This is an optimization exercise on Yosys and OpenROAD, whose aim is small area and a short achievable clock period, not a production implementation.
In this exercise RTL edits were held to simulation tests only and were not proved equivalent to the original.
Power is estimated from default activity; no workload was simulated.

==> run a: inputs <==
// riscv_cpu
module riscv_cpu (
    input         clk, reset,
    output [31:0] PC,
    input  [31:0] Instr,
    output        MemWrite,
    output [31:0] Mem_WrAddr, Mem_WrData,
    input  [31:0] ReadData,
    output [31:0] Result
);
==> flow/config.mk <==
export PLATFORM = sky130hd
export DESIGN_NAME = riscv_cpu
export DESIGN_NICKNAME = riscv_cpu
export VERILOG_FILES = /design/flow/design.v
export SDC_FILE = /design/flow/constraint.sdc
export NUM_CORES = 4
export LEC_CHECK = 0
export CAP_MARGIN = 20
export CORE_MARGIN = 2
export CORE_UTILIZATION = 55
export SETUP_SLACK_MARGIN = 3
export SLEW_MARGIN = 20
export SYNTH_HIERARCHICAL = 1
export SYNTH_MINIMUM_KEEP_SIZE = 0
==> flow/constraint.sdc <==
create_clock -name core_clock -period 12.0 [get_ports {clk}]
set_input_delay 2.4000 -clock core_clock [delete_from_list [all_inputs] [get_ports {clk}]]
set_output_delay 2.4000 -clock core_clock [all_outputs]
set_load 0.01 [all_outputs]
run.sh (not shown) runs the stock make flow with config.mk's settings and CLKGATE_MAP_FILE= SYNTH_SCRIPT=/design/flow/synth_recipe.tcl, a recipe that flattens the netlist after the stock synthesis.
==> run b (differences from run a) <==
--- a/flow/design.v
+++ b/flow/design.v
@@ -1,19 +1,13 @@
 module res_sel (
     input  a, sa, b, sb, c,
     output y
 );
 assign y = (a & sa) | (b & sb) | c;
 endmodule
-module res_sel0 (
-    input  a, sa, b, sb, l1, s1, l2, s2, c,
-    output y
-);
-assign y = (a & sa) | (b & sb) | (l1 & s1) | (l2 & s2) | c;
-endmodule
 module sb_sel (
     input  ra, rb, rc, u, i,
     output y
 );
 assign y = ((ra | rb | rc) & u) | i;
 endmodule
 module rd_comb (
@@ -91,56 +85,67 @@
 generate
     for (j = 1; j < 32; j = j + 1) begin : sm
         pf_x u (.p(h[j]), .c(g[5][j-1]), .s(s[j]));
     end
 endgenerate
 assign co = g[5][31];
 endmodule
-module sk_add32 (
+module bk_add32 (
     input  [31:0] a, b,
     output [31:0] s
 );
-wire co;
-wire [31:0] p0, g0, h;
-wire [31:0] p [0:5];
-wire [31:0] g [0:5];
+wire [31:0] p0, g0;
+wire [31:0] gu [0:5];            
+wire [31:0] pu [0:5];
+wire [31:0] gd [0:4];            
 genvar i, j;
 generate
     for (j = 0; j < 32; j = j + 1) begin : gp
         pf_and ug (.a(a[j]), .b(b[j]), .g(g0[j]));
         pf_x   up (.p(a[j]), .c(b[j]), .s(p0[j]));
-        assign h[j] = p0[j];
     end
 endgenerate
-assign g[0] = g0;
-assign p[0] = p0;
+assign gu[0] = g0;
+assign pu[0] = p0;
 generate
-    for (i = 0; i < 5; i = i + 1) begin : lvl
+    for (i = 1; i <= 5; i = i + 1) begin : up
         for (j = 0; j < 32; j = j + 1) begin : bt
-            if (j & (1 << i)) begin : op
-                pf_g ug (.gh(g[i][j]), .ph(p[i][j]), .gl(g[i][((j >> i) << i) - 1]), .g(g[i+1][j]));
-                if (((j >> i) << i) - 1 >= (1 << i)) begin : pp
-                    pf_p up (.ph(p[i][j]), .pl(p[i][((j >> i) << i) - 1]), .p(p[i+1][j]));
+            if ((j % (1 << i)) == (1 << i) - 1) begin : op
+                pf_g ug (.gh(gu[i-1][j]), .ph(pu[i-1][j]), .gl(gu[i-1][j - (1 << (i-1))]), .g(gu[i][j]));
+                if (j >= (1 << i)) begin : pp
+                    pf_p up (.ph(pu[i-1][j]), .pl(pu[i-1][j - (1 << (i-1))]), .p(pu[i][j]));
                 end else begin : np
-                    assign p[i+1][j] = 1'b0;        
+                    assign pu[i][j] = 1'b0;
                 end
             end else begin : pass
-                assign g[i+1][j] = g[i][j];
-                assign p[i+1][j] = p[i][j];
+                assign gu[i][j] = gu[i-1][j];
+                assign pu[i][j] = pu[i-1][j];
             end
         end
     end
 endgenerate
-assign s[0] = h[0];
+generate
+    for (i = 4; i >= 0; i = i - 1) begin : dn
+        for (j = 0; j < 32; j = j + 1) begin : bt
+            if (i == 4) begin : top
+                assign gd[i][j] = gu[5][j];
+            end else if (j >= (1 << (i+1)) && (j % (1 << (i+1))) == (1 << i) - 1) begin : op
+                pf_g ug (.gh(gu[i][j]), .ph(pu[i][j]), .gl(gd[i+1][j - (1 << i)]), .g(gd[i][j]));
+            end else begin : pass
+                assign gd[i][j] = gd[i+1][j];
+            end
+        end
+    end
+endgenerate
+assign s[0] = p0[0];
 generate
     for (j = 1; j < 32; j = j + 1) begin : sm
-        pf_x u (.p(h[j]), .c(g[5][j-1]), .s(s[j]));
+        pf_x u (.p(p0[j]), .c(gd[0][j-1]), .s(s[j]));
     end
 endgenerate
-assign co = g[5][31];
 endmodule
 module rf_hold (
     input  we, we_n, d, q,
     output y
 );
 assign y = (we & d) | (we_n & q);
 endmodule
@@ -244,28 +249,18 @@
 wire [31:0] ab_x, ab_n;                    
 sk_addsub32 add_main (.a(rd1), .b(srcb), .sub(sub), .s(sum), .co(co), .x(ab_x), .n(ab_n));
 wire        ltu    = co;
 wire        lts    = ab_x[31] ? rd1[31] : sum[31];
 wire        eq     = ~|sum;
 wire        sleft  = ~f3[2];
 wire [4:0]  shamt  = op_r ? rd2[4:0] : Instr[24:20];
-wire [31:0] shin;
-generate
-    for (gs = 0; gs < 32; gs = gs + 1) begin : g_rev
-        assign shin[gs] = sleft ? rd1[31-gs] : rd1[gs];
-    end
-endgenerate
-wire signed [32:0] shx = {Instr[30] & ~sleft & rd1[31], shin};
+wire [31:0] shl    = rd1 << shamt;
+wire signed [32:0] shx = {Instr[30] & rd1[31], rd1};
 wire [32:0] shr    = shx >>> shamt;
-wire [31:0] shout;
-generate
-    for (gs = 0; gs < 32; gs = gs + 1) begin : g_rev2
-        assign shout[gs] = sleft ? shr[31-gs] : shr[gs];
-    end
-endgenerate
+wire [31:0] shout  = sleft ? shl : shr[31:0];
 wire [31:0] other = op_load  ? ReadData :
                     op_jump  ? pc_plus4 :
                     op_lui   ? imm_u    :
                     op_auipc ? pc_target : 32'b0;
 wire s_add = (op_alu & (f3 == 3'b000)) ;
 wire s_sh  = op_alu & (f3[1:0] == 2'b01);
 wire s_xor = op_alu & (f3 == 3'b100);
@@ -281,19 +276,19 @@
 wire [31:0] rest      = logic_out | other;
 genvar gr;
 generate
     for (gr = 1; gr < 32; gr = gr + 1) begin : g_res
         res_sel rs (.a(sum[gr]), .sa(s_add), .b(shout[gr]), .sb(s_sh), .c(rest[gr]), .y(Result[gr]));
     end
 endgenerate
-res_sel0 rs0 (.a(sum[0]), .sa(s_add), .b(shout[0]), .sb(s_sh), .l1(sum[31]), .s1(k_sum31),
-              .l2(co), .s2(k_co), .c(rest[0] | slt_early), .y(Result[0]));
+wire        slt_bit = (sum[31] & k_sum31) | (co & k_co) | slt_early;
+res_sel rs0 (.a(sum[0]), .sa(s_add), .b(shout[0]), .sb(s_sh), .c(rest[0] | slt_bit), .y(Result[0]));
 assign pc_plus4 = pc_q + 32'd4;
 wire [31:0] pc_offset = op_lui | op_auipc ? imm_u : (op_jal ? imm_j : imm_b);
-sk_add32 add_pc (.a(pc_q), .b(pc_offset), .s(pc_target));
+bk_add32 add_pc (.a(pc_q), .b(pc_offset), .s(pc_target));
 reg taken;
 always @(*) begin
     case (f3)
         3'b000:  taken = eq;
         3'b001:  taken = ~eq;
         3'b100:  taken = lts;
         3'b101:  taken = ~lts;
- CTS_CLUSTER_DIAMETER: not set -> 80
- CTS_CLUSTER_SIZE: not set -> 20
- SETUP_SLACK_MARGIN: 3 -> 3.5
==> results.txt <==
metric                                                                 run b           run a
Worst setup timing slack at the placement stage                     0.667 ns        0.713 ns
Status                                                        finished clean  finished clean
Initial antenna violation count                                            9              28
Number of cells produced by synthesis                                   4830            4795
Synth Area in Simple Gates                                             10.2%           10.5%
Worst setup slack after layout                                       1.70 ns         1.97 ns
Multi-input combinational cell area                              31000 sq um     30400 sq um
Effective utilization at floorplan                                     55.3%           55.4%
Number of levels the H-tree was split into                                 2               3
Number of logic inverters in the finished layout                          54              40
Maximum single-stage delay on the critical path                      0.97 ns         0.83 ns
Post-Layout Inst Area                                            64300 sq um     64900 sq um
Share of layout cells above drive strength 1                           22.6%           23.8%
Share of the cycle needed by the critical path after routing           85.9%           83.6%
Top fanout value on the critical path                                     16               7
Clock share of power                                                   19.3%           27.4%
Worst reg-to-reg path cell count                                          29              24

==> afterwards: timing with drivers on the ports <==
In the flow no input, the clock included, has a driving cell. The finished layouts below were timed again as built, in two steps.
Step 1: set_driving_cell puts a clkbuf_16 on clk and a buf_2 on each other input, an assumption about the parent block.
Step 2, shift: input delay + t, output delay - t, t = (earliest + latest rising clock arrival at the registers) / 2. This alone moves slack from input paths to output paths.
Three values: no drivers, after step 1, after step 2; two values: the first two.
| run | shift t [ns] | setup slack, ns | hold slack, ns |
|---|---|---|---|
| run a | 0.788 | 1.969 / 1.857 / 1.857 | 0.497 / 0.497 / 0.497 |
| run b | 0.814 | 1.696 / 1.515 / 1.515 | 0.504 / 0.504 / 0.504 |
After both steps setup and hold are still met in every run listed. The setup slack of run b, which loses most, moves by -0.181 ns with the drivers and by -0.181 ns with both steps.
